From an optimization exercise on the open Yosys and OpenROAD flow, aimed at small area; shortcuts taken in it are not production practice. In this exercise RTL edits were held to simulation tests only and were not proved equivalent to the original. Power figures rest on the tool's default switching activity, not on a simulated workload.

### flow/design.v
module deja_glitch_power (
	input	wire	clk_i,
	input	wire	rst_i,
	input	wire	stb_i,
	input	wire	we_i,
	input	wire	[3:0] adr_i,
	input	wire	[7:0] dat_i,
	output	reg		ack_o,
	output	reg		[7:0] dat_o,
	input	wire	run_i,
	output	reg		power_o
	);
localparam IDLE = 2'd0, RUN = 2'd1, FIN = 2'd2, RUN_IDLE = 2'd3;
reg	[15:0]	run_cnt;
reg	[15:0]	nit;		 
reg	[1:0]	state;
reg	[7:0]	size;
reg	[7:0]	step;
reg			finished;
wire m1 = step[0] & nit[0];
wire m2 = step[0] & nit[1];
wire m3 = step[0] & nit[2];
wire m4 = step[0] & nit[3];
wire m5 = step[0] & nit[4];
wire m6 = step[0] & nit[5];
wire m7 = step[0] & nit[6];
wire m8 = step[0] & nit[7];
wire m9 = step[0] & nit[8];
wire m10 = step[0] & nit[9];
wire m11 = step[0] & nit[10];
wire m12 = step[0] & nit[11];
wire m13 = step[0] & nit[12];
wire m14 = step[0] & nit[13];
wire m15 = step[0] & nit[14];
wire m16 = step[0] & nit[15];
wire m17 = step[1] & nit[0];
wire m18 = step[1] & nit[1];
wire m19 = step[1] & nit[2];
wire m20 = step[1] & nit[3];
wire m21 = step[1] & nit[4];
wire m22 = step[1] & nit[5];
wire m23 = step[1] & nit[6];
wire m24 = step[1] & nit[7];
wire m25 = step[1] & nit[8];
wire m26 = step[1] & nit[9];
wire m27 = step[1] & nit[10];
wire m28 = step[1] & nit[11];
wire m29 = step[1] & nit[12];
wire m30 = step[1] & nit[13];
wire m31 = step[1] & nit[14];
wire m32 = step[2] & nit[0];
wire m33 = step[2] & nit[1];
wire m34 = step[2] & nit[2];
wire m35 = step[2] & nit[3];
wire m36 = step[2] & nit[4];
wire m37 = step[2] & nit[5];
wire m38 = step[2] & nit[6];
wire m39 = step[2] & nit[7];
wire m40 = step[2] & nit[8];
wire m41 = step[2] & nit[9];
wire m42 = step[2] & nit[10];
wire m43 = step[2] & nit[11];
wire m44 = step[2] & nit[12];
wire m45 = step[2] & nit[13];
wire m46 = step[3] & nit[0];
wire m47 = step[3] & nit[1];
wire m48 = step[3] & nit[2];
wire m49 = step[3] & nit[3];
wire m50 = step[3] & nit[4];
wire m51 = step[3] & nit[5];
wire m52 = step[3] & nit[6];
wire m53 = step[3] & nit[7];
wire m54 = step[3] & nit[8];
wire m55 = step[3] & nit[9];
wire m56 = step[3] & nit[10];
wire m57 = step[3] & nit[11];
wire m58 = step[3] & nit[12];
wire m59 = step[4] & nit[0];
wire m60 = step[4] & nit[1];
wire m61 = step[4] & nit[2];
wire m62 = step[4] & nit[3];
wire m63 = step[4] & nit[4];
wire m64 = step[4] & nit[5];
wire m65 = step[4] & nit[6];
wire m66 = step[4] & nit[7];
wire m67 = step[4] & nit[8];
wire m68 = step[4] & nit[9];
wire m69 = step[4] & nit[10];
wire m70 = step[4] & nit[11];
wire m71 = step[5] & nit[0];
wire m72 = step[5] & nit[1];
wire m73 = step[5] & nit[2];
wire m74 = step[5] & nit[3];
wire m75 = step[5] & nit[4];
wire m76 = step[5] & nit[5];
wire m77 = step[5] & nit[6];
wire m78 = step[5] & nit[7];
wire m79 = step[5] & nit[8];
wire m80 = step[5] & nit[9];
wire m81 = step[5] & nit[10];
wire m82 = step[6] & nit[0];
wire m83 = step[6] & nit[1];
wire m84 = step[6] & nit[2];
wire m85 = step[6] & nit[3];
wire m86 = step[6] & nit[4];
wire m87 = step[6] & nit[5];
wire m88 = step[6] & nit[6];
wire m89 = step[6] & nit[7];
wire m90 = step[6] & nit[8];
wire m91 = step[6] & nit[9];
wire m92 = step[7] & nit[0];
wire m93 = step[7] & nit[1];
wire m94 = step[7] & nit[2];
wire m95 = step[7] & nit[3];
wire m96 = step[7] & nit[4];
wire m97 = step[7] & nit[5];
wire m98 = step[7] & nit[6];
wire m99 = step[7] & nit[7];
wire m100 = step[7] & nit[8];
wire m101 = run_cnt[5] ^ m21;
wire m102 = run_cnt[5] & m21;
wire m103 = run_cnt[6] ^ m22 ^ m36;
wire m104 = (run_cnt[6] & m22) | (run_cnt[6] & m36) | (m22 & m36);
wire m105 = m49 ^ m61;
wire m106 = m49 & m61;
wire m107 = run_cnt[7] ^ m23 ^ m37;
wire m108 = (run_cnt[7] & m23) | (run_cnt[7] & m37) | (m23 & m37);
wire m109 = m50 ^ m62 ^ m73;
wire m110 = (m50 & m62) | (m50 & m73) | (m62 & m73);
wire m111 = m8 ^ m83;
wire m112 = m8 & m83;
wire m113 = run_cnt[8] ^ m24 ^ m38;
wire m114 = (run_cnt[8] & m24) | (run_cnt[8] & m38) | (m24 & m38);
wire m115 = m51 ^ m63 ^ m74;
wire m116 = (m51 & m63) | (m51 & m74) | (m63 & m74);
wire m117 = m84 ^ m9 ^ m93;
wire m118 = (m84 & m9) | (m84 & m93) | (m9 & m93);
wire m119 = run_cnt[9] ^ m10 ^ m25;
wire m120 = (run_cnt[9] & m10) | (run_cnt[9] & m25) | (m10 & m25);
wire m121 = m39 ^ m52 ^ m64;
wire m122 = (m39 & m52) | (m39 & m64) | (m52 & m64);
wire m123 = m75 ^ m85 ^ m94;
wire m124 = (m75 & m85) | (m75 & m94) | (m85 & m94);
wire m125 = run_cnt[10] ^ m11 ^ m26;
wire m126 = (run_cnt[10] & m11) | (run_cnt[10] & m26) | (m11 & m26);
wire m127 = m40 ^ m53 ^ m65;
wire m128 = (m40 & m53) | (m40 & m65) | (m53 & m65);
wire m129 = m76 ^ m86 ^ m95;
wire m130 = (m76 & m86) | (m76 & m95) | (m86 & m95);
wire m131 = run_cnt[11] ^ m12 ^ m27;
wire m132 = (run_cnt[11] & m12) | (run_cnt[11] & m27) | (m12 & m27);
wire m133 = m41 ^ m54 ^ m66;
wire m134 = (m41 & m54) | (m41 & m66) | (m54 & m66);
wire m135 = m77 ^ m87 ^ m96;
wire m136 = (m77 & m87) | (m77 & m96) | (m87 & m96);
wire m137 = run_cnt[12] ^ m13 ^ m28;
wire m138 = (run_cnt[12] & m13) | (run_cnt[12] & m28) | (m13 & m28);
wire m139 = m42 ^ m55 ^ m67;
wire m140 = (m42 & m55) | (m42 & m67) | (m55 & m67);
wire m141 = m78 ^ m88 ^ m97;
wire m142 = (m78 & m88) | (m78 & m97) | (m88 & m97);
wire m143 = run_cnt[13] ^ m14 ^ m29;
wire m144 = (run_cnt[13] & m14) | (run_cnt[13] & m29) | (m14 & m29);
wire m145 = m43 ^ m56 ^ m68;
wire m146 = (m43 & m56) | (m43 & m68) | (m56 & m68);
wire m147 = m79 ^ m89 ^ m98;
wire m148 = (m79 & m89) | (m79 & m98) | (m89 & m98);
wire m149 = run_cnt[14] ^ m15 ^ m30;
wire m150 = (run_cnt[14] & m15) | (run_cnt[14] & m30) | (m15 & m30);
wire m151 = m44 ^ m57 ^ m69;
wire m152 = (m44 & m57) | (m44 & m69) | (m57 & m69);
wire m153 = m80 ^ m90 ^ m99;
wire m154 = (m80 & m90) | (m80 & m99) | (m90 & m99);
wire m155 = run_cnt[3] ^ m19;
wire m156 = run_cnt[3] & m19;
wire m157 = run_cnt[4] ^ m20 ^ m34;
wire m158 = (run_cnt[4] & m20) | (run_cnt[4] & m34) | (m20 & m34);
wire m159 = m47 ^ m5;
wire m160 = m47 & m5;
wire m161 = m35 ^ m48 ^ m6;
wire m162 = (m35 & m48) | (m35 & m6) | (m48 & m6);
wire m163 = m60 ^ m71 ^ m101;
wire m164 = (m60 & m71) | (m60 & m101) | (m71 & m101);
wire m165 = m7 ^ m72 ^ m82;
wire m166 = (m7 & m72) | (m7 & m82) | (m72 & m82);
wire m167 = m102 ^ m105 ^ m103;
wire m168 = (m102 & m105) | (m102 & m103) | (m105 & m103);
wire m169 = m92 ^ m106 ^ m111;
wire m170 = (m92 & m106) | (m92 & m111) | (m106 & m111);
wire m171 = m104 ^ m107 ^ m109;
wire m172 = (m104 & m107) | (m104 & m109) | (m107 & m109);
wire m173 = m112 ^ m108 ^ m110;
wire m174 = (m112 & m108) | (m112 & m110) | (m108 & m110);
wire m175 = m113 ^ m115 ^ m117;
wire m176 = (m113 & m115) | (m113 & m117) | (m115 & m117);
wire m177 = m114 ^ m116 ^ m118;
wire m178 = (m114 & m116) | (m114 & m118) | (m116 & m118);
wire m179 = m119 ^ m121 ^ m123;
wire m180 = (m119 & m121) | (m119 & m123) | (m121 & m123);
wire m181 = m120 ^ m122 ^ m124;
wire m182 = (m120 & m122) | (m120 & m124) | (m122 & m124);
wire m183 = m125 ^ m127 ^ m129;
wire m184 = (m125 & m127) | (m125 & m129) | (m127 & m129);
wire m185 = m126 ^ m128 ^ m130;
wire m186 = (m126 & m128) | (m126 & m130) | (m128 & m130);
wire m187 = m131 ^ m133 ^ m135;
wire m188 = (m131 & m133) | (m131 & m135) | (m133 & m135);
wire m189 = m132 ^ m134 ^ m136;
wire m190 = (m132 & m134) | (m132 & m136) | (m134 & m136);
wire m191 = m137 ^ m139 ^ m141;
wire m192 = (m137 & m139) | (m137 & m141) | (m139 & m141);
wire m193 = m138 ^ m140 ^ m142;
wire m194 = (m138 & m140) | (m138 & m142) | (m140 & m142);
wire m195 = m143 ^ m145 ^ m147;
wire m196 = (m143 & m145) | (m143 & m147) | (m145 & m147);
wire m197 = m144 ^ m146 ^ m148;
wire m198 = (m144 & m146) | (m144 & m148) | (m146 & m148);
wire m199 = m149 ^ m151 ^ m153;
wire m200 = (m149 & m151) | (m149 & m153) | (m151 & m153);
wire m201 = run_cnt[2] ^ m18;
wire m202 = run_cnt[2] & m18;
wire m203 = m33 ^ m4 ^ m46;
wire m204 = (m33 & m4) | (m33 & m46) | (m4 & m46);
wire m205 = m59 ^ m156 ^ m159;
wire m206 = (m59 & m156) | (m59 & m159) | (m156 & m159);
wire m207 = m160 ^ m158 ^ m161;
wire m208 = (m160 & m158) | (m160 & m161) | (m158 & m161);
wire m209 = m162 ^ m165 ^ m164;
wire m210 = (m162 & m165) | (m162 & m164) | (m165 & m164);
wire m211 = m166 ^ m169 ^ m168;
wire m212 = (m166 & m169) | (m166 & m168) | (m169 & m168);
wire m213 = m170 ^ m172 ^ m173;
wire m214 = (m170 & m172) | (m170 & m173) | (m172 & m173);
wire m215 = m174 ^ m176 ^ m177;
wire m216 = (m174 & m176) | (m174 & m177) | (m176 & m177);
wire m217 = m178 ^ m180 ^ m181;
wire m218 = (m178 & m180) | (m178 & m181) | (m180 & m181);
wire m219 = m182 ^ m184 ^ m185;
wire m220 = (m182 & m184) | (m182 & m185) | (m184 & m185);
wire m221 = m186 ^ m188 ^ m189;
wire m222 = (m186 & m188) | (m186 & m189) | (m188 & m189);
wire m223 = m190 ^ m192 ^ m193;
wire m224 = (m190 & m192) | (m190 & m193) | (m192 & m193);
wire m225 = m194 ^ m196 ^ m197;
wire m226 = (m194 & m196) | (m194 & m197) | (m196 & m197);
wire m227 = run_cnt[1] ^ m17;
wire m228 = run_cnt[1] & m17;
wire m229 = m3 ^ m32 ^ m201;
wire m230 = (m3 & m32) | (m3 & m201) | (m32 & m201);
wire m231 = m202 ^ m155 ^ m203;
wire m232 = (m202 & m155) | (m202 & m203) | (m155 & m203);
wire m233 = m204 ^ m157 ^ m205;
wire m234 = (m204 & m157) | (m204 & m205) | (m157 & m205);
wire m235 = m206 ^ m163 ^ m207;
wire m236 = (m206 & m163) | (m206 & m207) | (m163 & m207);
wire m237 = m208 ^ m167 ^ m209;
wire m238 = (m208 & m167) | (m208 & m209) | (m167 & m209);
wire m239 = m171 ^ m210 ^ m211;
wire m240 = (m171 & m210) | (m171 & m211) | (m210 & m211);
wire m241 = m175 ^ m212 ^ m213;
wire m242 = (m175 & m212) | (m175 & m213) | (m212 & m213);
wire m243 = m179 ^ m214 ^ m215;
wire m244 = (m179 & m214) | (m179 & m215) | (m214 & m215);
wire m245 = m183 ^ m216 ^ m217;
wire m246 = (m183 & m216) | (m183 & m217) | (m216 & m217);
wire m247 = m187 ^ m218 ^ m219;
wire m248 = (m187 & m218) | (m187 & m219) | (m218 & m219);
wire m249 = m191 ^ m220 ^ m221;
wire m250 = (m191 & m220) | (m191 & m221) | (m220 & m221);
wire m251 = m195 ^ m222 ^ m223;
wire m252 = (m195 & m222) | (m195 & m223) | (m222 & m223);
wire m253 = m199 ^ m224 ^ m225;
wire m254 = (m199 & m224) | (m199 & m225) | (m224 & m225);
wire m255 = run_cnt[0] ^ m1;
wire m256 = run_cnt[0] & m1;
wire m257 = m2 ^ m227 ^ m256;
wire m258 = (m2 & m227) | (m2 & m256) | (m227 & m256);
wire m259 = m228 ^ m229 ^ m258;
wire m260 = (m228 & m229) | (m228 & m258) | (m229 & m258);
wire m261 = m230 ^ m231 ^ m260;
wire m262 = (m230 & m231) | (m230 & m260) | (m231 & m260);
wire m263 = m232 ^ m233 ^ m262;
wire m264 = (m232 & m233) | (m232 & m262) | (m233 & m262);
wire m265 = m234 ^ m235 ^ m264;
wire m266 = (m234 & m235) | (m234 & m264) | (m235 & m264);
wire m267 = m236 ^ m237 ^ m266;
wire m268 = (m236 & m237) | (m236 & m266) | (m237 & m266);
wire m269 = m238 ^ m239 ^ m268;
wire m270 = (m238 & m239) | (m238 & m268) | (m239 & m268);
wire [7:0] dlo = {m269, m267, m265, m263, m261, m259, m257, m255};
wire hi0 = ~(m241 ^ m240 ^ m270) &
	~((m243 ^ m242) ^ (m241 | m240)) &
	~((m245 ^ m244) ^ (m243 | m242)) &
	~((m247 ^ m246) ^ (m245 | m244)) &
	~((m249 ^ m248) ^ (m247 | m246)) &
	~((m251 ^ m250) ^ (m249 | m248)) &
	~((m253 ^ m252) ^ (m251 | m250)) &
	~((run_cnt[15] ^ m16 ^ m31 ^ m45 ^ m58 ^ m70 ^ m81 ^ m91 ^ m100 ^ m150 ^ m152 ^ m154 ^ m198 ^ m200 ^ m226 ^ m254) ^ (m253 | m252));
wire eq0 = hi0 && (dlo == 8'd0);
wire eqs = hi0 && (dlo == size);
always @(posedge clk_i) begin
	ack_o <= 1'b0;
	if (rst_i) begin
		size <= 8'd1;
		step <= 8'd1;
		finished <= 1'b0;
		power_o <= 1'b1;
		dat_o <= 8'd0;
		run_cnt <= 16'd0;
		nit <= 16'd0;
		state <= IDLE;
	end else begin
		if (stb_i) begin
			if (we_i) begin
				if (adr_i == 4'd0) size <= dat_i;
				if (adr_i == 4'd1) step <= dat_i;
				if (adr_i[3:1] == 3'd0) ack_o <= 1'b1;
				else dat_o <= 8'd0;
			end else begin
				case (adr_i)
				4'd0: dat_o <= size;
				4'd1: dat_o <= step;
				4'd2: dat_o <= {7'd0, finished};
				default: dat_o <= 8'd0;
				endcase
				ack_o <= (adr_i < 4'd3);
			end
		end
		finished <= (state == FIN);
		run_cnt <= (state == RUN) ? run_cnt + 16'd1 : {15'd0, (state == IDLE) & run_i};
		case (state)
		IDLE: begin
			power_o <= !(run_i && eq0);
			if (run_i) state <= RUN;
		end
		RUN: begin
			if (!run_i) state <= FIN;
			else if (eq0) power_o <= 1'b0;
			else if (eqs) begin
				power_o <= 1'b1;
				state <= RUN_IDLE;
			end
		end
		RUN_IDLE: begin
			if (!run_i) begin
				nit <= nit - 16'd1;
				state <= IDLE;
			end
		end
		FIN: begin
			nit <= nit - 16'd1;
			power_o <= 1'b1;
			state <= IDLE;
		end
		endcase
	end
end
endmodule
### flow/run.sh
#!/bin/bash
# synth_recipe.tcl (not shown) runs the flow's synth.tcl, then flattens the netlist and writes it again
# the make line also repeats each setting of config.mk as NAME=value (left out here)
make -C /OpenROAD-flow-scripts/flow DESIGN_CONFIG=/design/flow/config.mk WORK_HOME=/design/flow/orfs CLKGATE_MAP_FILE= SYNTH_SCRIPT=/design/flow/synth_recipe.tcl finish
### flow/config.mk
export PLATFORM = sky130hd
export DESIGN_NAME = deja_glitch_power
export DESIGN_NICKNAME = deja_glitch_power
export VERILOG_FILES = /design/flow/design.v
export SDC_FILE = /design/flow/constraint.sdc
export NUM_CORES = 4
export LEC_CHECK = 0
export CAP_MARGIN = 20
export CORE_MARGIN = 2
export CORE_UTILIZATION = 40
export CTS_BUF_LIST = sky130_fd_sc_hd__clkbuf_8
export PLACE_DENSITY = 0.6
export SLEW_MARGIN = 20
### flow/constraint.sdc
create_clock -name core_clock -period 6.0 [get_ports {clk_i}]
set_input_delay 1.2000 -clock core_clock [delete_from_list [all_inputs] [get_ports {clk_i}]]
set_output_delay 1.2000 -clock core_clock [all_outputs]
set_load 0.01 [all_outputs]
==> impl_table.tex, run 1 <==
\begin{tabular}{lr}
\hline
Metric & Value \\
\hline
\multicolumn{2}{l}{\textbf{STA}} \\
Final setup vio count & 0 \\
Final worst path period share & 85.4\% \\
Worst slack on hold paths & 0.516 ns \\
Post-Route Skew & 0.0154 ns \\
Max\_slew headroom & between 30 and 40\% \\
Time the worst path needs with I/O delays and setup & $\sim$5.1 ns \\
Max frequency & 0.195 GHz \\
Setup TNS after final layout & 0 ns \\
Hold violation total from the final report & 0 \\
Final max-slew violation count & 0 \\
Actual slew at the worst max-slew pin & 0.924 ns \\
RSZ-0062 raised after global routing & false \\
\multicolumn{2}{l}{\textbf{Logic synthesis}} \\
Post-synthesis cell area & $\sim$5600 um2 \\
Count of flip-flops with a built-in enable after synthesis & 0 \\
Share of the yosys chip area belonging to registers & 21.6\% \\
Number of warnings printed during yosys synthesis & 1 \\
Proportion of register bits with asynchronous set or reset after synthesis & 0\% \\
Count of state elements after synthesis & a little over 60 \\
Top-area cell type share of the netlist area & 27.3\% \\
Mapped Nets & 731 \\
Most common cell in the netlist & sky130\_fd\_sc\_hd\_\_inv\_1 \\
Syn Area/Cell & between 9 and 10 um2 \\
Count of different cell masters after synthesis & 38 \\
Library cell with the largest summed area after synthesis & sky130\_fd\_sc\_hd\_\_fa\_1 \\
Dominant synthesized flop cell & sky130\_fd\_sc\_hd\_\_dfxtp\_1 \\
Cell types with the largest area share after synthesis & sky130\_fd\_sc\_hd\_\_fa\_1 (27\%), sky130\_fd\_sc\_hd\_\_dfxtp\_1 (22\%), sky130\_fd\_sc\_hd\_\_and2\_1 (8.6\%) \\
Most common library cells after synthesis & sky130\_fd\_sc\_hd\_\_inv\_1 (89), sky130\_fd\_sc\_hd\_\_and2\_1 (78), sky130\_fd\_sc\_hd\_\_fa\_1 (77) \\
Synthesized netlist cell count & 615 \\
\multicolumn{2}{l}{\textbf{Worst setup path}} \\
Arrival time of data at the critical path endpoint & 5.40 ns \\
Crit path cell chain & nand2\_1, fa\_1, inv\_1, fa\_1, fa\_1, fa\_1, fa\_1, fa\_1, inv\_1, fa\_1, xor2\_1, nand4\_1, nor4\_1, nand3\_1, o22a\_1, o221ai\_1 \\
Category of cells accounting for the largest share of critical-path delay & adder cells \\
Required @ worst endpoint & approximately 6.3 ns \\
Biggest cell delay along the critical path & around 0.69 ns \\
Number of buffers and inverters on the critical path & 2 \\
Crit start category & register \\
Type of element capturing the critical path & register \\
Critical Path Most Common Cell & sky130\_fd\_sc\_hd\_\_fa\_1 \\
Worst r2r path cells & 16 \\
Total number of cells along the worst setup path & 16 \\
Class of the most critical setup path & register to register \\
Maximum net fanout on the critical path & 16 \\
Cell at the slowest stage of the critical path & sky130\_fd\_sc\_hd\_\_dfxtp\_1 \\
\multicolumn{2}{l}{\textbf{CTS}} \\
CTS root buf & sky130\_fd\_sc\_hd\_\_clkbuf\_8 \\
Maximum level of the CTS H-tree & 3 \\
Worst skew pair latency & between 0.3 and 0.4 ns \\
CTS sink cnt & 61 \\
CTS tree & built \\
Clock transition time at the flip-flop clock pins of the worst setup and hold paths & 0.08 ns \\
Setup Fix Bufs, Post-CTS & 0 \\
Post-cts resize count & 0 \\
Largest buffer count on any clock path & 2 \\
Number of hold buffers added after CTS & 0 \\
Number of buffers inserted during clock tree synthesis & 9 \\
\multicolumn{2}{l}{\textbf{Routing}} \\
Antenna violation net count after detailed routing & 0 \\
Iteration-0 DRC Markers & roughly 230 \\
Total via count after detailed routing & 4002 \\
1st-pass router iterations & 4 \\
Total wire length after detailed routing & 13.2 mm \\
Per-cell routed wire length & 16.3 um \\
Number of remaining DRC errors & 0 \\
Via-per-instance ratio & between 4 and 5 \\
\multicolumn{2}{l}{\textbf{Power and ir drop}} \\
Leakage power total & between 2 and 3 nW \\
PD cells & 322 nW/um2 \\
Total power & 0.00201 W \\
Worst vdd rail ir drop & 0.276 mV \\
\multicolumn{2}{l}{\textbf{Die}} \\
Overall die height & 123 um \\
Die span in x & between 100 and 150 um \\
Floorplan die area & 15100 um2 \\
Number of standard-cell rows in the floorplan & 43 \\
Effective utilization at floorplan & 40.8\% \\
Core Area & 13800 um2 \\
I/O pin count & 27 \\
\multicolumn{2}{l}{\textbf{GRT}} \\
Via count of the first global-routing pass & 4161 \\
Largest net degree at the start of global routing & 44 \\
GRT overflow & 0 \\
Number of antenna violations at the first check in global routing & 0 \\
First-pass GRT wire length & 21.8 mm \\
GRT Util Overall & 19.5\% \\
\multicolumn{2}{l}{\textbf{Layout}} \\
Core occupancy in the finished layout & 45.2\% \\
Area taken by multi-input logic gates & 3980 um2 \\
Count of inserted antenna diode cells & 0 \\
Area added between synthesis and finish & 10.7\% \\
Ratio of cells with drive above 1 in the final layout & 5.09\% \\
Final net count & between 700 and 800 \\
Sequential cell area & 1220 um2 \\
Total of fill cells in the finished design & 1340 \\
\multicolumn{2}{l}{\textbf{Job}} \\
Max\_cap viols & 0 \\
\multicolumn{2}{l}{\textbf{Placement}} \\
Placed wire-length estimate & approximately 10 mm \\
Final estimated routing congestion in global placement & 0.817 \\
Count of buffers from port buffering & 26 \\
\multicolumn{2}{l}{\textbf{Min path}} \\
Worst Hold Depth & 2 \\
Worst min-delay path class & register to register \\
\multicolumn{2}{l}{\textbf{Run status}} \\
Status & finished clean \\
\hline
\end{tabular}
worst reg2reg max path, stage by stage, from the launching register on:
cell                       delay (ns)
sky130_fd_sc_hd__dfxtp_1         0.69
sky130_fd_sc_hd__nand2_1         0.16
sky130_fd_sc_hd__fa_1            0.57
sky130_fd_sc_hd__inv_1           0.05
sky130_fd_sc_hd__fa_1            0.46
sky130_fd_sc_hd__fa_1            0.42
sky130_fd_sc_hd__fa_1            0.39
sky130_fd_sc_hd__fa_1            0.39
sky130_fd_sc_hd__fa_1            0.36
sky130_fd_sc_hd__inv_1           0.07
sky130_fd_sc_hd__fa_1            0.18
sky130_fd_sc_hd__xor2_1          0.16
sky130_fd_sc_hd__nand4_1         0.11
sky130_fd_sc_hd__nor4_1          0.45
sky130_fd_sc_hd__nand3_1         0.18
sky130_fd_sc_hd__o22a_1          0.21
sky130_fd_sc_hd__o221ai_1        0.19
metrics by stage:
stage,worst slack (ns),area (um2),instances
finish,0.878,6240,809
global route,0.625,6240,809
CTS,0.896,6240,809
detailed placement,0.874,6030,794
global placement,1.14,6030,794
floorplan,1.28,5640,615
worst paths after layout:
check / start / end / slack, ns
max: step[2] / power_o / 0.88
min: dat_o[5] / dat_o[5] / 0.52
max reg2reg: step[2] / power_o / 0.88
min reg2reg: dat_o[5] / dat_o[5] / 0.52
flip-flops by register name, indices dropped and copies added (netlist names):
register / cells
state: 2
step: 8
ack_o: 1
dat_o: 8
power_o: 1
size: 8
run_cnt: 16
nit: 16
finished: 1
area by class of cell:
| class | instances | share of cell area, % |
|---|---|---|
| Clock inverter | 5 | 1.20 |
| Sequential cell | 61 | 19.6 |
| Clock buffer | 10 | 2.20 |
| Multi-Input combinational cell | 436 | 63.7 |
| Inverter | 89 | 5.35 |
| Timing Repair Buffer | 28 | 4.41 |
| Tap cell | 180 | 3.61 |
per-layer routing:
layer / GRT usage, % / part of all wire, % / up-vias
met5: 0 / 0 / -
met4: 7.61 / 1.7 / 0
met3: 2.79 / 4.2 / 13
met2: 31.7 / 49 / 78
met1: 26.1 / 46 / 1981
li1: - / - / 1930
logic make-up (layout without fill, tap and decap cells):
logic type      count (synthesis)  count (layout)  synth area share, %
buf+inv                       118             132                 7.87
flops                          61              61                 21.6
xor+xnor                       51              51                 8.65
mux                            28              28                 5.19
simple gates                  222             222                 20.4
compound gates                 36              36                 4.08
fa+ha+maj                      99              99                 32.2
where the power goes:
group          leakage, nW  total [W]  switching (W)  internal, W
Clock                0.112   0.000421       0.000181     0.000241
Combinational         2.04   0.000970       0.000523     0.000446
Sequential           0.494   0.000620       0.000149     0.000471
cell usage in the layout (no fill, tap or decap), types with 4 or more instances in the layout:
cell / instances
sky130_fd_sc_hd__a21oi_1: 9
sky130_fd_sc_hd__a22oi_1: 8
sky130_fd_sc_hd__and2_1: 78
sky130_fd_sc_hd__clkbuf_8: 10
sky130_fd_sc_hd__clkdlybuf4s50_1: 26
sky130_fd_sc_hd__dfxtp_1: 61
sky130_fd_sc_hd__fa_1: 77
sky130_fd_sc_hd__ha_1: 22
sky130_fd_sc_hd__inv_1: 89
sky130_fd_sc_hd__mux2_2: 10
sky130_fd_sc_hd__mux2i_1: 18
sky130_fd_sc_hd__nand2_1: 38
sky130_fd_sc_hd__nand3_1: 7
sky130_fd_sc_hd__nand4_1: 9
sky130_fd_sc_hd__nor2_1: 61
sky130_fd_sc_hd__nor3_1: 5
sky130_fd_sc_hd__nor4_1: 4
sky130_fd_sc_hd__o21ai_0: 9
sky130_fd_sc_hd__or3_1: 7
sky130_fd_sc_hd__xnor2_1: 25
sky130_fd_sc_hd__xor2_1: 23
==> run 2: changes to the inputs <==
--- a/flow/config.mk
+++ b/flow/config.mk
@@ -8,6 +8,5 @@
 export CAP_MARGIN = 20
 export CORE_MARGIN = 2
 export CORE_UTILIZATION = 40
-export CTS_BUF_LIST = sky130_fd_sc_hd__clkbuf_8
 export PLACE_DENSITY = 0.6
 export SLEW_MARGIN = 20
==> run 2 against run 1 <==
Net effect: critical path depth is the same; still clean on timing, DRC and antenna; core utilization increased by 0.73 points; count of clock-buffer cells in the layout unchanged; sequential power hardly changed; non-clock buffer count is the same; clock skew down 0.0046 ns.
==> impl_table.tex, run 2 <==
\begin{tabular}{lr}
\hline
Metric & Value \\
\hline
\multicolumn{2}{l}{\textbf{CTS}} \\
Clock transition time at the flip-flop clock pins of the worst setup and hold paths & 0.06 ns (-0.02 ns) \\
Number of hold buffers added after CTS & 0 (unchanged) \\
Number of buffers inserted during clock tree synthesis & 9 (unchanged) \\
CTS tree & built \\
Worst skew pair latency & 0.34 ns (-0.03 ns) \\
Largest buffer count on any clock path & 2 (unchanged) \\
Maximum level of the CTS H-tree & 3 (unchanged) \\
CTS root buf & sky130\_fd\_sc\_hd\_\_clkbuf\_16 \\
CTS sink cnt & 61 (unchanged) \\
Post-cts resize count & 0 (unchanged) \\
Setup Fix Bufs, Post-CTS & 0 (unchanged) \\
\multicolumn{2}{l}{\textbf{STA}} \\
RSZ-0062 raised after global routing & false \\
Final setup vio count & 0 (unchanged) \\
Hold violation total from the final report & 0 (unchanged) \\
Max\_slew headroom & 36.7\% (-1.1 points) \\
Actual slew at the worst max-slew pin & 0.941 ns (+0.0169 ns) \\
Post-Route Skew & 0.0108 ns (-0.00457 ns) \\
Final worst path period share & 85.1\% (-0.31 points) \\
Max frequency & 0.196 GHz (+0.36\%) \\
Time the worst path needs with I/O delays and setup & 5.10 ns (-0.0185 ns) \\
Setup TNS after final layout & 0 ns (unchanged) \\
Final max-slew violation count & 0 (unchanged) \\
\multicolumn{2}{l}{\textbf{Logic synthesis}} \\
Number of warnings printed during yosys synthesis & 1 (unchanged) \\
Area share of xor/xnor cells in the synthesized design & 8.65\% (unchanged) \\
Most common cell in the netlist & sky130\_fd\_sc\_hd\_\_inv\_1 \\
Dominant synthesized flop cell & sky130\_fd\_sc\_hd\_\_dfxtp\_1 \\
Most common library cells after synthesis & sky130\_fd\_sc\_hd\_\_inv\_1 (89), sky130\_fd\_sc\_hd\_\_and2\_1 (78), sky130\_fd\_sc\_hd\_\_fa\_1 (77) \\
Syn Area/Cell & 9.17 um2 (unchanged) \\
Synthesized netlist cell count & 615 (unchanged) \\
Cell types with the largest area share after synthesis & sky130\_fd\_sc\_hd\_\_fa\_1 (27\%), sky130\_fd\_sc\_hd\_\_dfxtp\_1 (22\%), sky130\_fd\_sc\_hd\_\_and2\_1 (8.6\%) \\
Simple logic cell fraction of the synthesized area & 20.4\% (unchanged) \\
Synth Area in Adders & 32.2\% (unchanged) \\
Count of flip-flops with a built-in enable after synthesis & 0 (unchanged) \\
Library cell with the largest summed area after synthesis & sky130\_fd\_sc\_hd\_\_fa\_1 \\
Top-area cell type share of the netlist area & 27.3\% (unchanged) \\
Post-synthesis cell area & 5640 um2 (unchanged) \\
Mapped Nets & 731 (unchanged) \\
Share of the yosys chip area belonging to registers & 21.6\% (unchanged) \\
Count of different cell masters after synthesis & 38 (unchanged) \\
Mux share of post-synthesis cell area & 5.19\% (unchanged) \\
Proportion of register bits with asynchronous set or reset after synthesis & 0\% (unchanged) \\
Area fraction in compound gates after synthesis & 4.08\% (unchanged) \\
Count of state elements after synthesis & 61 (unchanged) \\
Combinational family with the most area after synthesis & adder cells \\
\multicolumn{2}{l}{\textbf{GRT}} \\
First-pass GRT wire length & 21.9 mm (+0.48\%) \\
Number of antenna violations at the first check in global routing & 0 (unchanged) \\
GRT overflow & 0 (unchanged) \\
Via count of the first global-routing pass & 4198 (+0.89\%) \\
GRT Util Overall & 19.4\% (-0.026 points) \\
Largest net degree at the start of global routing & 44 (unchanged) \\
\multicolumn{2}{l}{\textbf{Die}} \\
I/O pin count & 27 (unchanged) \\
Effective utilization at floorplan & 40.8\% (unchanged) \\
Die span in x & 123 um (unchanged) \\
Overall die height & 123 um (unchanged) \\
Floorplan die area & 15100 um2 (unchanged) \\
Number of standard-cell rows in the floorplan & 43 (unchanged) \\
Core Area & 13800 um2 (unchanged) \\
\multicolumn{2}{l}{\textbf{Routing}} \\
Via-per-instance ratio & 4.96 (+0.25\%) \\
Number of remaining DRC errors & 0 (unchanged) \\
Antenna violation net count after detailed routing & 0 (unchanged) \\
Iteration-0 DRC Markers & 223 (-2.6\%) \\
Per-cell routed wire length & 16.3 um (about the same) \\
1st-pass router iterations & 4 (unchanged) \\
Total wire length after detailed routing & 13.2 mm (about the same) \\
Total via count after detailed routing & 4012 (+0.25\%) \\
\multicolumn{2}{l}{\textbf{Power and ir drop}} \\
Combinational power share & 45.0\% (-3.2 points) \\
Worst vdd rail ir drop & 0.278 mV (+0.60\%) \\
Portion of total power attributed to sequential cells & 28.7\% (-2.1 points) \\
Leakage power total & 2.69 nW (+1.7\%) \\
Net Switching & 0.000869 W (+2.0\%) \\
Total power & 0.00216 W (+7.3\%) \\
PD cells & 340 nW/um2 (+5.6\%) \\
Net switching fraction of the power & 40.3\% (-2.1 points) \\
Share of power burned in the clock network & 26.3\% (+5.4 points) \\
Design internal power & 0.00129 W (+11\%) \\
\multicolumn{2}{l}{\textbf{Worst setup path}} \\
Type of element capturing the critical path & register \\
Crit start category & register \\
Number of buffers and inverters on the critical path & 2 (unchanged) \\
Class of the most critical setup path & register to register \\
Critical Path Most Common Cell & sky130\_fd\_sc\_hd\_\_fa\_1 \\
Maximum net fanout on the critical path & 18 (+2) \\
Cell at the slowest stage of the critical path & sky130\_fd\_sc\_hd\_\_dfxtp\_1 \\
Category of cells accounting for the largest share of critical-path delay & adder cells \\
Crit path cell chain & nand2\_1, fa\_1, inv\_1, fa\_1, fa\_1, fa\_1, fa\_1, fa\_1, inv\_1, fa\_1, xor2\_1, nand4\_1, nor4\_1, nand3\_1, o22a\_1, o221ai\_1 \\
Arrival time of data at the critical path endpoint & 5.36 ns (-0.04 ns) \\
Biggest cell delay along the critical path & 0.72 ns (+0.03 ns) \\
Required @ worst endpoint & 6.25 ns (-0.03 ns) \\
\multicolumn{2}{l}{\textbf{Layout}} \\
Layout Cells excl Fill & 809 (unchanged) \\
Count of inserted antenna diode cells & 0 (unchanged) \\
Total of fill cells in the finished design & 1330 (-0.75\%) \\
Ratio of cells with drive above 1 in the final layout & 5.09\% (unchanged) \\
Core occupancy in the finished layout & 45.9\% (+0.73 points) \\
Most frequent cells in the layout & sky130\_fd\_sc\_hd\_\_inv\_1 (89), sky130\_fd\_sc\_hd\_\_and2\_1 (78), sky130\_fd\_sc\_hd\_\_fa\_1 (77) \\
Total non-filler cell area in the finished layout & 6350 um2 (+1.6\%) \\
Area added between synthesis and finish & 12.5\% \\
Final net count & 741 (unchanged) \\
Most common library cell in the layout ignoring fill and taps & sky130\_fd\_sc\_hd\_\_inv\_1 \\
Top flop regs & nit x16, run\_cnt x16 \\
\multicolumn{2}{l}{\textbf{Placement}} \\
Count of buffers from port buffering & 26 (unchanged) \\
Final estimated routing congestion in global placement & 0.817 (unchanged) \\
Placed cell count & 794 (unchanged) \\
Placed wire-length estimate & 10.4 mm (unchanged) \\
Placement-stage cell area & 6030 um2 (unchanged) \\
\multicolumn{2}{l}{\textbf{Min path}} \\
Worst min-delay path class & register to register \\
\multicolumn{2}{l}{\textbf{Job}} \\
Max\_cap viols & 0 (unchanged) \\
\multicolumn{2}{l}{\textbf{Run status}} \\
Status & finished clean \\
\hline
\end{tabular}
## run 2: power by group through the flow
stage               logic (W)  registers [W]  clock network [W]
floorplan            0.000800       0.000525                  0
global placement     0.000944       0.000621                  0
detailed placement   0.000969       0.000624                  0
CTS                  0.000977       0.000617           0.000577
global route          0.00107       0.000638           0.000594
finish               0.000970       0.000620           0.000568
## run 2: cell type report
| type | instances | area [um2] | share of cell area (%) |
|---|---|---|---|
| Inverter | 89 | 334 | 5.26 |
| Multi-Input combinational cell | 436 | 3980 | 62.7 |
| Tap cell | 180 | 225 | 3.55 |
| Clock buffer | 10 | 239 | 3.77 |
| Clock inverter | 5 | 75.1 | 1.18 |
| Timing Repair Buffer | 28 | 275 | 4.34 |
| Sequential cell | 61 | 1220 | 19.2 |
## run 2: kinds of logic (layout without fill, tap and decap cells)
family / after synthesis / in the layout
fa+ha+maj: 99 / 99
compound gates: 36 / 36
xor+xnor: 51 / 51
simple gates: 222 / 222
buf+inv: 118 / 132
flops: 61 / 61
mux: 28 / 28
## run 2: tightest hold or removal path: stages, from the launching register on
cell and delay (ns):
sky130_fd_sc_hd__dfxtp_1 0.33, sky130_fd_sc_hd__a22oi_1 0.08, sky130_fd_sc_hd__nor2_1 0.07
## run 2: through the flow
step	setup WS [ns]	hold slack, ns
6_report	0.897	0.512
5_1_grt	0.618	0.541
4_1_cts	0.904	0.517
3_5_place_dp	0.874	0.503
3_3_place_gp	1.14	0.497
2_1_floorplan	1.28	0.480
## run 2: worst paths after layout
kind,start,endpoint,slack (ns),depth (start not counted)
setup / recovery,step[0],power_o,0.90,16
hold / removal,dat_o[5],dat_o[5],0.51,2
setup reg to reg,step[0],power_o,0.90,16
hold reg to reg,dat_o[5],dat_o[5],0.51,2
## run 2: routing by layer
metal  up-vias  part of all wire [%]  track usage [%]
met5         -                     0                0
met4         0                   1.8             7.26
met3        13                   4.7             2.93
met2       101                    48             31.6
met1      1968                    45             26.2
li1       1930                     -                -
==> run 3: changes to the inputs <==
--- a/flow/design.v
+++ b/flow/design.v
@@ -11,7 +11,8 @@
 	output	reg		power_o
 	);
 localparam IDLE = 2'd0, RUN = 2'd1, FIN = 2'd2, RUN_IDLE = 2'd3;
-reg	[15:0]	run_cnt;
+reg	[15:0]	rcn;		 
+wire	[15:0]	run_cnt = ~rcn;
 reg	[15:0]	nit;		 
 reg	[1:0]	state;
 reg	[7:0]	size;
@@ -306,7 +307,7 @@
 		finished <= 1'b0;
 		power_o <= 1'b1;
 		dat_o <= 8'd0;
-		run_cnt <= 16'd0;
+		rcn <= 16'hffff;
 		nit <= 16'd0;
 		state <= IDLE;
 	end else begin
@@ -327,7 +328,7 @@
 			end
 		end
 		finished <= (state == FIN);
-		run_cnt <= (state == RUN) ? run_cnt + 16'd1 : {15'd0, (state == IDLE) & run_i};
+		rcn <= (state == RUN) ? rcn - 16'd1 : ~{15'd0, (state == IDLE) & run_i};
 		case (state)
 		IDLE: begin
 			power_o <= !(run_i && eq0);
==> flow/flow/run.sh (new file) <==
#!/bin/bash
# Standard ORFS flow, with one extra step between synthesis and floorplan:
# flow/polar.py re-chooses signal polarities in the synthesized netlist (full
# adders and gates with complemented inputs/outputs) to remove inverters.
# Registers are not touched. Each tool's output goes to its own log here.
set -euo pipefail
RES=orfs/results/${FLOW_PLATFORM}/deja_glitch_power/base
LIB=${FLOW_HOME}/platforms/${FLOW_PLATFORM}/lib/sky130_fd_sc_hd__tt_025C_1v80.lib

bash standard.sh synth > log_synth.txt 2>&1
cp ${RES}/1_2_yosys.v 1_2_yosys_standard.v
yosys -q -l log_yosys_json.txt -p "read_liberty -lib ${LIB}; read_verilog ${RES}/1_2_yosys.v; write_json polar_in.json" > /dev/null 2>&1
python3 flow/polar.py ${LIB} polar_in.json polar_out.json > log_polar.txt 2>&1
yosys -q -l log_yosys_write.txt -p "read_json polar_out.json; write_verilog -noattr -nohex -nodec ${RES}/1_2_yosys.v" > /dev/null 2>&1
rm -f ${RES}/1_synth.odb ${RES}/1_synth.sdc
bash standard.sh finish > log_finish.txt 2>&1
==> flow/flow/polar.py (new file) <==
#!/usr/bin/env python3
"""Re-choose signal polarities in a mapped sky130 netlist (Yosys JSON) to drop inverters.

Every inverter/buffer chain between two cells is removed.  Each remaining cell may be
replaced by the library cell that computes its function with all inputs complemented
and/or its output(s) complemented (and2 -> nand2/nor2/or2, a21oi -> o21a, fa with all
inputs complemented gives complemented outputs, ...); XOR/XNOR cells accept either
polarity on each input.  Half adders are first split into xor2 + and2 so that their
parts can take part.  The choice is made by simulated annealing on total area, and one
inverter is put back on each net that still has a consumer needing the other polarity.
The logic function of the netlist is unchanged.
usage: polar.py LIB in.json out.json"""
import json, re, sys, random, itertools, math

LIB, IN, OUT = sys.argv[1:4]
P = "sky130_fd_sc_hd__"

# ---------------- liberty ----------------
txt = open(LIB).read()
cells = {}
starts = [m.start() for m in re.finditer(r'\n\s*cell\s*\(\s*"?([\w]+)"?\s*\)', txt)]
starts.append(len(txt))
for a, b in zip(starts, starts[1:]):
    blk = txt[a:b]
    name = re.search(r'cell\s*\(\s*"?([\w]+)"?\s*\)', blk).group(1)
    area = float(re.search(r'\barea\s*:\s*([\d.]+)', blk).group(1))
    pins = {}
    for pm in re.finditer(r'\bpin\s*\(\s*"?(\w+)"?\s*\)\s*\{', blk):
        seg = blk[pm.end(): pm.end() + 4000]
        nxt = re.search(r'\bpin\s*\(', seg)
        if nxt: seg = seg[:nxt.start()]
        d = re.search(r'direction\s*:\s*"?(\w+)"?', seg)
        f = re.search(r'\bfunction\s*:\s*"([^"]*)"', seg)
        pins[pm.group(1)] = (d.group(1) if d else None, f.group(1) if f else None)
    seq = bool(re.search(r'\b(ff|latch|statetable)\s*\(', blk))
    cells[name] = dict(area=area, pins=pins, seq=seq)

def tt(func, ins):
    expr = func.replace('!', '~')
    expr = re.sub(r'\b([A-Za-z_]\w*)\b', lambda m: f"v['{m.group(1)}']", expr)
    out = 0
    for i, vals in enumerate(itertools.product([0, 1], repeat=len(ins))):
        v = dict(zip(ins, vals))
        if eval(expr) & 1:
            out |= 1 << i
    return out

info = {}
for name, c in cells.items():
    if c['seq'] or not name.startswith(P):
        continue
    rest = name[len(P):]
    if rest.startswith('lpflow') or rest.startswith('probe'):
        continue
    ins = sorted(p for p, (d, f) in c['pins'].items() if d == 'input')
    outs = [(p, f) for p, (d, f) in c['pins'].items() if d == 'output' and f]
    if not outs or not ins or len(ins) > 5:
        continue
    try:
        tts = tuple(sorted((p, tt(f, ins)) for p, f in outs))
    except Exception:
        continue
    info[name] = dict(ins=tuple(ins), tts=tts, area=c['area'])

def drive(name):
    m = re.search(r'_(\d+)$', name)
    return int(m.group(1)) if m else -1

lookup = {}
for name, c in info.items():
    rest = name[len(P):]
    if 'dly' in rest or rest.startswith('clk'):
        continue
    key = (c['ins'], tuple(t for p, t in c['tts']))
    lookup.setdefault(key, []).append(name)

def transform(t, n, i, o):
    N = 1 << n
    r = 0
    for x in range(N):
        y = (N - 1 - x) if i else x
        bit = (t >> y) & 1
        if o: bit ^= 1
        r |= bit << x
    return r

def variants(ctype):
    """{(i,o): (celltype, {oldpin:newpin})} for the cell type"""
    c = info.get(ctype)
    if not c: return None
    n = len(c['ins'])
    res = {}
    for i in (0, 1):
        for o in (0, 1):
            tts = [transform(t, n, i, o) for p, t in c['tts']]
            cands = []
            for name in lookup.get((c['ins'], tuple(tts)), []) if len(c['tts']) == 1 else []:
                cands.append(name)
            if len(c['tts']) > 1:
                # multi-output: same cell if self-dual in this (i,o)
                if [t for p, t in c['tts']] == tts:
                    cands = [ctype]
                else:
                    # find a cell with same ins and these tts (any pin names, same order)
                    for name, cc in info.items():
                        if cc['ins'] == c['ins'] and len(cc['tts']) == len(tts) and [t for p, t in cc['tts']] == tts:
                            cands.append(name)
            cands = [x for x in cands if drive(x) == drive(ctype)] or \
                    [x for x in cands if drive(x) >= 1 and drive(x) <= max(1, drive(ctype))]
            if not cands: continue
            best = min(cands, key=lambda x: info[x]['area'])
            pm = {po: pn for (po, _), (pn, _) in zip(c['tts'], info[best]['tts'])}
            res[(i, o)] = (best, pm)
    return res

def is_inv(t): return t in info and len(info[t]['ins']) == 1 and [x for p, x in info[t]['tts']] == [0b01]
def is_buf(t): return t in info and len(info[t]['ins']) == 1 and [x for p, x in info[t]['tts']] == [0b10]
def is_xor(t): return re.match(P + r'x(n)?or[23]_\d+$', t) is not None

# ---------------- netlist ----------------
J = json.load(open(IN))
tops = [k for k, m in J['modules'].items() if m.get('attributes', {}).get('top')] or list(J['modules'])
mod = J['modules'][tops[0]]
C = mod['cells']

def allbits():
    bs = [b for c in C.values() for x in c['connections'].values() for b in x if isinstance(b, int)]
    bs += [b for p in mod['ports'].values() for b in p['bits'] if isinstance(b, int)]
    return bs
nextbit = [max(allbits()) + 1]
def newbit():
    b = nextbit[0]; nextbit[0] += 1; return b

def mkcell(t, conns):
    dirs = {}
    for p in conns:
        d = cells[t]['pins'][p][0]
        dirs[p] = d
    return {'hide_name': 0, 'type': t, 'parameters': {}, 'attributes': {},
            'port_directions': dirs, 'connections': conns}

# split half adders
for cn in [cn for cn, c in C.items() if re.match(P + r'ha_\d+$', c['type'])]:
    c = C.pop(cn)
    a, b = c['connections']['A'], c['connections']['B']
    C[cn + '_s'] = mkcell(P + 'xor2_1', {'A': a, 'B': b, 'X': c['connections']['SUM']})
    C[cn + '_c'] = mkcell(P + 'and2_1', {'A': a, 'B': b, 'X': c['connections']['COUT']})

port_bits = set(b for p in mod['ports'].values() for b in p['bits'] if isinstance(b, int))
driver = {}
for cn, c in C.items():
    for pin, bits in c['connections'].items():
        if c['port_directions'][pin] == 'output':
            for b in bits: driver[b] = (cn, pin)

def in_bit(c):
    return [b for p, bs in c['connections'].items() if c['port_directions'][p] == 'input' for b in bs][0]
def out_bit(c):
    return [b for p, bs in c['connections'].items() if c['port_directions'][p] == 'output' for b in bs][0]

T = set()
for cn, c in C.items():
    if (is_inv(c['type']) or is_buf(c['type'])) and out_bit(c) not in port_bits and isinstance(in_bit(c), int):
        T.add(cn)

def resolve(b):
    q = 0
    while isinstance(b, int) and b in driver and driver[b][0] in T:
        c = C[driver[b][0]]
        q ^= 1 if is_inv(c['type']) else 0
        b = in_bit(c)
    return b, q

VAR = {}
for cn, c in C.items():
    if cn in T: continue
    if is_xor(c['type']):
        VAR[cn] = 'xor'
    else:
        v = variants(c['type'])
        if v and len(v) > 1:
            VAR[cn] = v
state = {cn: (0, 0) for cn in VAR}

cons = []
for cn, c in C.items():
    if cn in T: continue
    for pin, bits in c['connections'].items():
        if c['port_directions'][pin] != 'input': continue
        for i, b in enumerate(bits):
            r, q = resolve(b)
            cons.append((cn, pin, i, r, q))
for pn, p in mod['ports'].items():
    if p['direction'] == 'output':
        for i, b in enumerate(p['bits']):
            r, q = resolve(b)
            if r != b:
                cons.append((None, pn, i, r, q))
by_root = {}
for x in cons:
    by_root.setdefault(x[3], []).append(x)

def rootpol(r):
    if not isinstance(r, int) or r not in driver: return 0
    cn = driver[r][0]
    v = VAR.get(cn)
    if v is None: return 0
    return state[cn][1]

def need(x):
    cn, pin, i, r, q = x
    if cn is None: return q
    v = VAR.get(cn)
    if v == 'xor': return None
    if v is None: return q
    return q ^ state[cn][0]

INV = info[P + 'inv_1']['area']
def root_cost(r):
    pr = rootpol(r)
    for x in by_root.get(r, []):
        n = need(x)
        if n is not None and n != pr:
            return INV
    return 0.0

def cell_area(cn):
    v = VAR[cn]
    if v == 'xor': return info[C[cn]['type']]['area']
    return info[v[state[cn]][0]]['area']

def touched(cn):
    rs = set()
    c = C[cn]
    for pin, bits in c['connections'].items():
        for b in bits:
            rs.add(b if c['port_directions'][pin] == 'output' else resolve(b)[0])
    return rs
tr = {cn: touched(cn) for cn in VAR}
roots = set(by_root)
def total():
    return sum(root_cost(r) for r in roots) + sum(cell_area(cn) for cn in VAR)

def opts(cn):
    v = VAR[cn]
    if v == 'xor': return [(0, 0), (0, 1)]
    return list(v.keys())

base = total()
names = list(VAR)
def anneal(seed, init):
    random.seed(seed)
    state.update(init)
    cur = total()
    best, best_state = cur, dict(state)
    iters = 40 * len(names) * 10
    for it in range(iters):
        temp = 3.0 * (1 - it / iters) + 0.01
        cn = random.choice(names)
        o = opts(cn)
        new = random.choice([x for x in o if x != state[cn]])
        rs = tr[cn]
        old = state[cn]
        before = sum(root_cost(r) for r in rs) + cell_area(cn)
        state[cn] = new
        after = sum(root_cost(r) for r in rs) + cell_area(cn)
        d = after - before
        if d <= 0 or random.random() < math.exp(-d / temp):
            cur += d
            if cur < best - 1e-9:
                best, best_state = cur, dict(state)
        else:
            state[cn] = old
    state.update(best_state)
    for sweep in range(10):
        improved = False
        for cn in names:
            for new in opts(cn):
                rs = tr[cn]; old = state[cn]
                before = sum(root_cost(r) for r in rs) + cell_area(cn)
                state[cn] = new
                after = sum(root_cost(r) for r in rs) + cell_area(cn)
                if after < before - 1e-9: improved = True
                else: state[cn] = old
        if not improved: break
    return total(), dict(state)
inits = [{cn: (0, 0) for cn in names}]
flipped = {}
for cn in names:
    o = opts(cn)
    flipped[cn] = (1, 1) if (1, 1) in o else (0, 0)
inits.append(flipped)
results = []
for k, init in enumerate(inits * 2):
    results.append(anneal(k + 1, init))
    sys.stderr.write(f"polar: run {k} cost {results[-1][0]:.1f}\n")
bestc, bests = min(results, key=lambda x: x[0])
state.update(bests)
final = total()
sys.stderr.write(f"polar: {len(T)} inverters/buffers removed, cost {base:.1f} -> {final:.1f}\n")

# ---------------- rebuild ----------------
inv_of = {}
newcells = {}
def inv_bit(r):
    if r not in inv_of:
        if not isinstance(r, int):
            inv_of[r] = {'0': '1', '1': '0'}.get(r, r)
        else:
            b = newbit()
            newcells[f"polar_inv_{b}"] = mkcell(P + 'inv_1', {'A': [r], 'Y': [b]})
            inv_of[r] = b
    return inv_of[r]

xor_par = {cn: 0 for cn in VAR if VAR[cn] == 'xor'}
for x in cons:
    cn, pin, i, r, q = x
    pr = rootpol(r)
    if cn is None:
        # output port reached through a removed chain: drive it with a buffer/inverter
        n = q
        src = r if n == pr else inv_bit(r)
        b = mod['ports'][pin]['bits'][i]
        newcells[f"polar_obuf_{pin}_{i}"] = mkcell(P + 'buf_1', {'A': [src], 'X': [b]})
        continue
    n = need(x)
    if n is None:
        xor_par[cn] ^= (pr ^ q)
        C[cn]['connections'][pin][i] = r
    elif n == pr:
        C[cn]['connections'][pin][i] = r
    else:
        C[cn]['connections'][pin][i] = inv_bit(r)
for cn, v in VAR.items():
    c = C[cn]
    if v == 'xor':
        if xor_par[cn] ^ state[cn][1]:
            old = c['type']
            newt = old.replace('xnor', 'XOR').replace('xor', 'xnor').replace('XOR', 'xor')
            po = info[old]['tts'][0][0]; pn = info[newt]['tts'][0][0]
            conns = {(pn if p == po else p): bs for p, bs in c['connections'].items()}
            C[cn] = mkcell(newt, conns)
        continue
    newt, pm = v[state[cn]]
    if newt == c['type']:
        continue
    conns = {}
    for p, bs in c['connections'].items():
        conns[pm.get(p, p)] = bs
    C[cn] = mkcell(newt, conns)
for cn in T:
    del C[cn]
C.update(newcells)
json.dump(J, open(OUT, 'w'))
==> flow/standard.sh (new file) <==
#!/bin/bash
# synth_recipe.tcl (not shown) runs the flow's synth.tcl, then flattens the netlist and writes it again
# the make line also repeats each setting of config.mk as NAME=value (left out here)
make -C /OpenROAD-flow-scripts/flow DESIGN_CONFIG=/design/flow/config.mk WORK_HOME=/design/flow/orfs CLKGATE_MAP_FILE= SYNTH_SCRIPT=/design/flow/synth_recipe.tcl "${@:-finish}"
--- a/flow/config.mk
+++ b/flow/config.mk
@@ -8,5 +8,6 @@
 export CAP_MARGIN = 20
 export CORE_MARGIN = 2
 export CORE_UTILIZATION = 40
+export CTS_BUF_LIST = sky130_fd_sc_hd__clkbuf_8
 export PLACE_DENSITY = 0.6
 export SLEW_MARGIN = 20
removed: flow/run.sh
==> run 3 against run 2 <==
Net effect: clock power decreased by 38%; hold slack got worse by 0.00056 ns; critical endpoint is now state[1]; highest routed layer unchanged; final area decreased by 11%.
==> impl_table.tex, run 3 <==
\begin{tabular}{lr}
\hline
Metric & Value \\
\hline
\multicolumn{2}{l}{\textbf{STA}} \\
Post-Route Skew & 0.0153 ns (+0.00449 ns) \\
Max\_slew headroom & 34.2\% (-2.5 points) \\
Final max-slew violation count & 0 (unchanged) \\
RSZ-0062 raised after global routing & false \\
Setup TNS after final layout & 0 ns (unchanged) \\
Time the worst path needs with I/O delays and setup & 5.35 ns (+0.249 ns) \\
Final setup vio count & 0 (unchanged) \\
Actual slew at the worst max-slew pin & 0.978 ns (+0.0373 ns) \\
Final worst path period share & 89.2\% (+4.1 points) \\
Max frequency & 0.187 GHz (-4.6\%) \\
Hold violation total from the final report & 0 (unchanged) \\
\multicolumn{2}{l}{\textbf{Die}} \\
Effective utilization at floorplan & 41.3\% (+0.53 points) \\
Core Area & 12100 um2 (-12\%) \\
Floorplan die area & 13400 um2 (-11\%) \\
I/O pin count & 27 (unchanged) \\
Number of standard-cell rows in the floorplan & 40 (-7.0\%) \\
Die span in x & 116 um (-5.6\%) \\
Overall die height & 116 um (-5.6\%) \\
\multicolumn{2}{l}{\textbf{Layout}} \\
Ratio of cells with drive above 1 in the final layout & 4.58\% (-0.51 points) \\
Total of fill cells in the finished design & 1206 (-9.3\%) \\
Count of inserted antenna diode cells & 0 (unchanged) \\
Total non-filler cell area in the finished layout & 5660 um2 (-11\%) \\
Area added between synthesis and finish & 13.1\% \\
Layout Cells excl Fill & 736 (-9.0\%) \\
Top flop regs & nit x16, rcn x16 \\
Sequential cell area & 1220 um2 (unchanged) \\
Most frequent cells in the layout & sky130\_fd\_sc\_hd\_\_nand2\_1 (131), sky130\_fd\_sc\_hd\_\_fa\_1 (77), sky130\_fd\_sc\_hd\_\_dfxtp\_1 (61) \\
Area taken by multi-input logic gates & 3750 um2 (-5.6\%) \\
Final net count & 657 (-11\%) \\
Most common library cell in the layout ignoring fill and taps & sky130\_fd\_sc\_hd\_\_nand2\_1 \\
\multicolumn{2}{l}{\textbf{Routing}} \\
Per-cell routed wire length & 15.4 um (-5.8\%) \\
Antenna violation net count after detailed routing & 0 (unchanged) \\
Number of remaining DRC errors & 0 (unchanged) \\
Via-per-instance ratio & 5.15 (+3.8\%) \\
1st-pass router iterations & 4 (unchanged) \\
Iteration-0 DRC Markers & 211 (-5.4\%) \\
Total wire length after detailed routing & 11.3 mm (-14\%) \\
Total via count after detailed routing & 3790 (-5.5\%) \\
\multicolumn{2}{l}{\textbf{Worst setup path}} \\
Arrival time of data at the critical path endpoint & 5.61 ns (+0.25 ns) \\
Maximum net fanout on the critical path & 18 (unchanged) \\
Crit start category & register \\
Type of element capturing the critical path & register \\
Class of the most critical setup path & register to register \\
Worst r2r path cells & 15 (-1) \\
Required @ worst endpoint & 6.26 ns (about the same) \\
\multicolumn{2}{l}{\textbf{Power and ir drop}} \\
Design internal power & 0.000731 W (-43\%) \\
Leakage power total & 1.63 nW (-40\%) \\
Net switching fraction of the power & 34.9\% (-5.4 points) \\
PD cells & 198 nW/um2 (-42\%) \\
Total power & 0.00112 W (-48\%) \\
Combinational power share & 26.0\% (-19 points) \\
Share of power burned in the clock network & 31.4\% (+5.1 points) \\
Net Switching & 0.000392 W (-55\%) \\
Portion of total power attributed to sequential cells & 42.6\% (+14 points) \\
Worst vdd rail ir drop & 0.0995 mV (-64\%) \\
\multicolumn{2}{l}{\textbf{Min path}} \\
Worst min-delay path class & register to register \\
Worst Hold Depth & 2 (unchanged) \\
\multicolumn{2}{l}{\textbf{CTS}} \\
CTS root buf & sky130\_fd\_sc\_hd\_\_clkbuf\_8 \\
Maximum level of the CTS H-tree & 3 (unchanged) \\
Worst skew pair latency & 0.35 ns (about the same) \\
Number of buffers inserted during clock tree synthesis & 9 (unchanged) \\
Post-cts resize count & 0 (unchanged) \\
Setup Fix Bufs, Post-CTS & 0 (unchanged) \\
CTS tree & built \\
Largest buffer count on any clock path & 2 (unchanged) \\
Clock transition time at the flip-flop clock pins of the worst setup and hold paths & 0.08 ns (+0.02 ns) \\
Number of hold buffers added after CTS & 0 (unchanged) \\
CTS sink cnt & 61 (unchanged) \\
\multicolumn{2}{l}{\textbf{Run status}} \\
Status & finished clean \\
\multicolumn{2}{l}{\textbf{GRT}} \\
GRT Util Overall & 18.4\% (-1.1 points) \\
Number of antenna violations at the first check in global routing & 0 (unchanged) \\
Largest net degree at the start of global routing & 49 (+11\%) \\
First-pass GRT wire length & 19.0 mm (-13\%) \\
Via count of the first global-routing pass & 3741 (-11\%) \\
GRT overflow & 0 (unchanged) \\
\multicolumn{2}{l}{\textbf{Job}} \\
Max\_cap viols & 0 (unchanged) \\
\multicolumn{2}{l}{\textbf{Logic synthesis}} \\
Post-synthesis cell area & 5010 um2 (-11\%) \\
Number of warnings printed during yosys synthesis & 1 (unchanged) \\
Synthesized netlist cell count & 526 (-14\%) \\
Mapped Nets & 620 (-15\%) \\
Syn Area/Cell & 9.52 um2 (+3.7\%) \\
\multicolumn{2}{l}{\textbf{Placement}} \\
Placement-stage cell area & 5470 um2 (-9.3\%) \\
Placed wire-length estimate & 8.85 mm (-15\%) \\
Final estimated routing congestion in global placement & 0.823 (+0.82\%) \\
Count of buffers from port buffering & 26 (unchanged) \\
Placed cell count & 720 (-9.3\%) \\
\hline
\end{tabular}
## run 3: final cells by class
type,instances,share of cell area [%]
clock inverter,5,0.619
multi-input combinational,456,66.3
clock buffer,11,2.67
sequential,61,21.6
tap,168,3.71
inverter,9,0.597
timing repair buffer,26,4.51
## run 3: power groups by stage
stage	clock (W)	sequential (W)	combinational, W
2_1_floorplan	0	0.000470	0.000217
3_3_place_gp	0	0.000485	0.000285
3_5_place_dp	0	0.000488	0.000292
4_1_cts	0.000364	0.000478	0.000293
5_1_grt	0.000378	0.000484	0.000330
6_report	0.000353	0.000478	0.000292
## run 3: per-layer routing
metal / up-vias / routed length [um] / global-route usage [%]
met2: 86 / 5610 / 30.5
met3: 17 / 607 / 4.18
met5: - / 0 / 0
li1: 1807 / - / -
met4: 0 / 193 / 4.84
met1: 1880 / 4910 / 24.3
## run 3: worst max-delay path: stages, from the launching register on
cell and delay, ns:
sky130_fd_sc_hd__dfxtp_1 0.73, sky130_fd_sc_hd__nand2_1 0.16, sky130_fd_sc_hd__fa_1 0.52, sky130_fd_sc_hd__inv_1 0.05
sky130_fd_sc_hd__fa_1 0.50, sky130_fd_sc_hd__fa_1 0.18, sky130_fd_sc_hd__inv_1 0.06, sky130_fd_sc_hd__fa_1 0.38
sky130_fd_sc_hd__fa_1 0.41, sky130_fd_sc_hd__fa_1 0.42, sky130_fd_sc_hd__fa_1 0.39, sky130_fd_sc_hd__xnor2_1 0.14
sky130_fd_sc_hd__nor4_1 0.60, sky130_fd_sc_hd__nand2_1 0.09, sky130_fd_sc_hd__or3_1 0.34, sky130_fd_sc_hd__a311oi_1 0.28
## run 3: final timing paths
check,start,end,slack [ns]
max,step[0],state[1],0.65
min,dat_o[7],dat_o[7],0.51
max reg2reg,step[0],state[1],0.65
min reg2reg,dat_o[7],dat_o[7],0.51
## run 3: per-stage QoR
step / util (%) / hold WS [ns] / worst slack (ns)
final: 46.7 / 0.512 / 0.648
after global routing: 46.7 / 0.534 / 0.306
after CTS: 46.7 / 0.515 / 0.728
after detailed placement: 45.2 / 0.497 / 0.778
after global placement: 45.2 / 0.496 / 1.02
after floorplan: - / 0.479 / 1.25
==> run 4: changes to the inputs <==
--- a/flow/config.mk
+++ b/flow/config.mk
@@ -8,6 +8,5 @@
 export CAP_MARGIN = 20
 export CORE_MARGIN = 2
 export CORE_UTILIZATION = 40
-export CTS_BUF_LIST = sky130_fd_sc_hd__clkbuf_8
 export PLACE_DENSITY = 0.6
 export SLEW_MARGIN = 20
==> run 4 against run 3 <==
Net effect: power up 13%; sequential power about the same; synthesized area unchanged; via count down 0.34%; final cell count up 0.14%; global-route usage up 0.18 points; first-iteration DRC count up 19%.
==> impl_table.tex, run 4 <==
\begin{tabular}{lr}
\hline
Metric & Value \\
\hline
\multicolumn{2}{l}{\textbf{Power and ir drop}} \\
Design internal power & 0.000864 W (+18\%) \\
Leakage power total & 1.67 nW (+2.8\%) \\
Net Switching & 0.000409 W (+4.6\%) \\
PD cells & 221 nW/um2 (+11\%) \\
\multicolumn{2}{l}{\textbf{STA}} \\
RSZ-0062 raised after global routing & false \\
Post-Route Skew & 0.0102 ns (-0.00516 ns) \\
Final worst path period share & 89.0\% (-0.19 points) \\
Final max-slew violation count & 0 (unchanged) \\
Actual slew at the worst max-slew pin & 0.970 ns (-0.00824 ns) \\
Time the worst path needs with I/O delays and setup & 5.34 ns (-0.0115 ns) \\
\multicolumn{2}{l}{\textbf{Layout}} \\
Core occupancy in the finished layout & 47.6\% (+0.88 points) \\
Final net count & 658 (+0.15\%) \\
Most frequent cells in the layout & sky130\_fd\_sc\_hd\_\_nand2\_1 (131), sky130\_fd\_sc\_hd\_\_fa\_1 (77), sky130\_fd\_sc\_hd\_\_dfxtp\_1 (61) \\
Ratio of cells with drive above 1 in the final layout & 4.57\% (-0.0080 points) \\
Most common library cell in the layout ignoring fill and taps & sky130\_fd\_sc\_hd\_\_nand2\_1 \\
Top flop regs & nit x16, rcn x16 \\
\multicolumn{2}{l}{\textbf{Routing}} \\
Antenna violation net count after detailed routing & 0 (unchanged) \\
Iteration-0 DRC Markers & 252 (+19\%) \\
1st-pass router iterations & 5 (+1) \\
Total wire length after detailed routing & 11.5 mm (+1.3\%) \\
\multicolumn{2}{l}{\textbf{CTS}} \\
Largest buffer count on any clock path & 2 (unchanged) \\
Number of buffers inserted during clock tree synthesis & 9 (unchanged) \\
CTS sink cnt & 61 (unchanged) \\
Setup Fix Bufs, Post-CTS & 0 (unchanged) \\
Clock transition time at the flip-flop clock pins of the worst setup and hold paths & 0.06 ns (-0.02 ns) \\
\multicolumn{2}{l}{\textbf{Die}} \\
Overall die height & 116 um (unchanged) \\
I/O pin count & 27 (unchanged) \\
Core Area & 12100 um2 (unchanged) \\
Die span in x & 116 um (unchanged) \\
\multicolumn{2}{l}{\textbf{GRT}} \\
GRT met3 Usage & 4.71\% (+0.52 points) \\
Number of antenna violations at the first check in global routing & 0 (unchanged) \\
Largest net degree at the start of global routing & 49 (unchanged) \\
GRT Util Overall & 18.5\% (+0.18 points) \\
First-pass GRT wire length & 19.2 mm (+0.76\%) \\
Met2 Resource Use GR & 31.0\% (+0.47 points) \\
\multicolumn{2}{l}{\textbf{Logic synthesis}} \\
Number of warnings printed during yosys synthesis & 1 (unchanged) \\
Mapped Nets & 620 (unchanged) \\
Synthesized netlist cell count & 526 (unchanged) \\
Syn Area/Cell & 9.52 um2 (unchanged) \\
\multicolumn{2}{l}{\textbf{Worst setup path}} \\
Maximum net fanout on the critical path & 18 (unchanged) \\
Type of element capturing the critical path & register \\
Arrival time of data at the critical path endpoint & 5.58 ns (-0.03 ns) \\
Class of the most critical setup path & register to register \\
Crit start category & register \\
\multicolumn{2}{l}{\textbf{Placement}} \\
Final estimated routing congestion in global placement & 0.823 (unchanged) \\
Placed wire-length estimate & 8.85 mm (unchanged) \\
\multicolumn{2}{l}{\textbf{Run status}} \\
Status & finished clean \\
\multicolumn{2}{l}{\textbf{Min path}} \\
Worst min-delay path class & register to register \\
\multicolumn{2}{l}{\textbf{Job}} \\
Max\_cap viols & 0 (unchanged) \\
\hline
\end{tabular}
-- run 4: final cells by class --
class                      instances  area, um2  share of cell area, %
clock inverter                     4       31.3                  0.542
timing repair buffer              27        263                   4.56
clock buffer                      12        256                   4.45
tap                              168        210                   3.65
multi-input combinational        456       3750                   65.0
sequential                        61       1220                   21.2
inverter                           9       33.8                  0.586
-- run 4: per-layer routing --
metal	share of wire (%)	wire [um]	up-vias
li1	-	-	1814
met1	43	4930	1864
met2	50	5750	80
met3	5.0	575	19
met4	1.9	218	0
met5	0	0	-
-- run 4: final timing paths --
| check | from | depth (start not counted) | slack [ns] | to |
|---|---|---|---|---|
| max reg2reg | step[0] | 15 | 0.66 | state[1] |
| min | dat_o[7] | 2 | 0.51 | dat_o[7] |
| max | step[0] | 15 | 0.66 | state[1] |
| min reg2reg | dat_o[7] | 2 | 0.51 | dat_o[7] |
-- run 4: power by group through the flow --
stage	Sequential [W]	Combinational [W]	Clock, W
6_report	0.000479	0.000293	0.000501
5_1_grt	0.000484	0.000332	0.000528
4_1_cts	0.000479	0.000294	0.000512
3_5_place_dp	0.000488	0.000292	0
3_3_place_gp	0.000485	0.000285	0
2_1_floorplan	0.000470	0.000217	0
-- run 4: worst max-delay path, cell delays in order, from the launching register on --
cell and delay [ns]:
sky130_fd_sc_hd__dfxtp_1 0.71, sky130_fd_sc_hd__nand2_1 0.16, sky130_fd_sc_hd__fa_1 0.52, sky130_fd_sc_hd__inv_1 0.05, sky130_fd_sc_hd__fa_1 0.50, sky130_fd_sc_hd__fa_1 0.18, sky130_fd_sc_hd__inv_1 0.06, sky130_fd_sc_hd__fa_1 0.38
sky130_fd_sc_hd__fa_1 0.41, sky130_fd_sc_hd__fa_1 0.41, sky130_fd_sc_hd__fa_1 0.39, sky130_fd_sc_hd__xnor2_1 0.14, sky130_fd_sc_hd__nor4_1 0.60, sky130_fd_sc_hd__nand2_1 0.09, sky130_fd_sc_hd__or3_1 0.34, sky130_fd_sc_hd__a311oi_1 0.28
-- run 4: through the flow --
step | hold slack (ns) | std cells | power, W
after floorplan | 0.479 | 526 | 0.000687
after global placement | 0.496 | 720 | 0.000770
after detailed placement | 0.497 | 720 | 0.000779
after CTS | 0.510 | 736 | 0.00128
after global routing | 0.529 | 737 | 0.00134
final | 0.505 | 737 | 0.00127

Setup slack of run 4, layout unchanged: 0.660 ns with ideal ports, 0.660 ns with driving cells assumed (clock clkbuf_16, inputs buf_2), 0.660 ns with port delays also shifted by the 0.368 ns mid clock arrival.
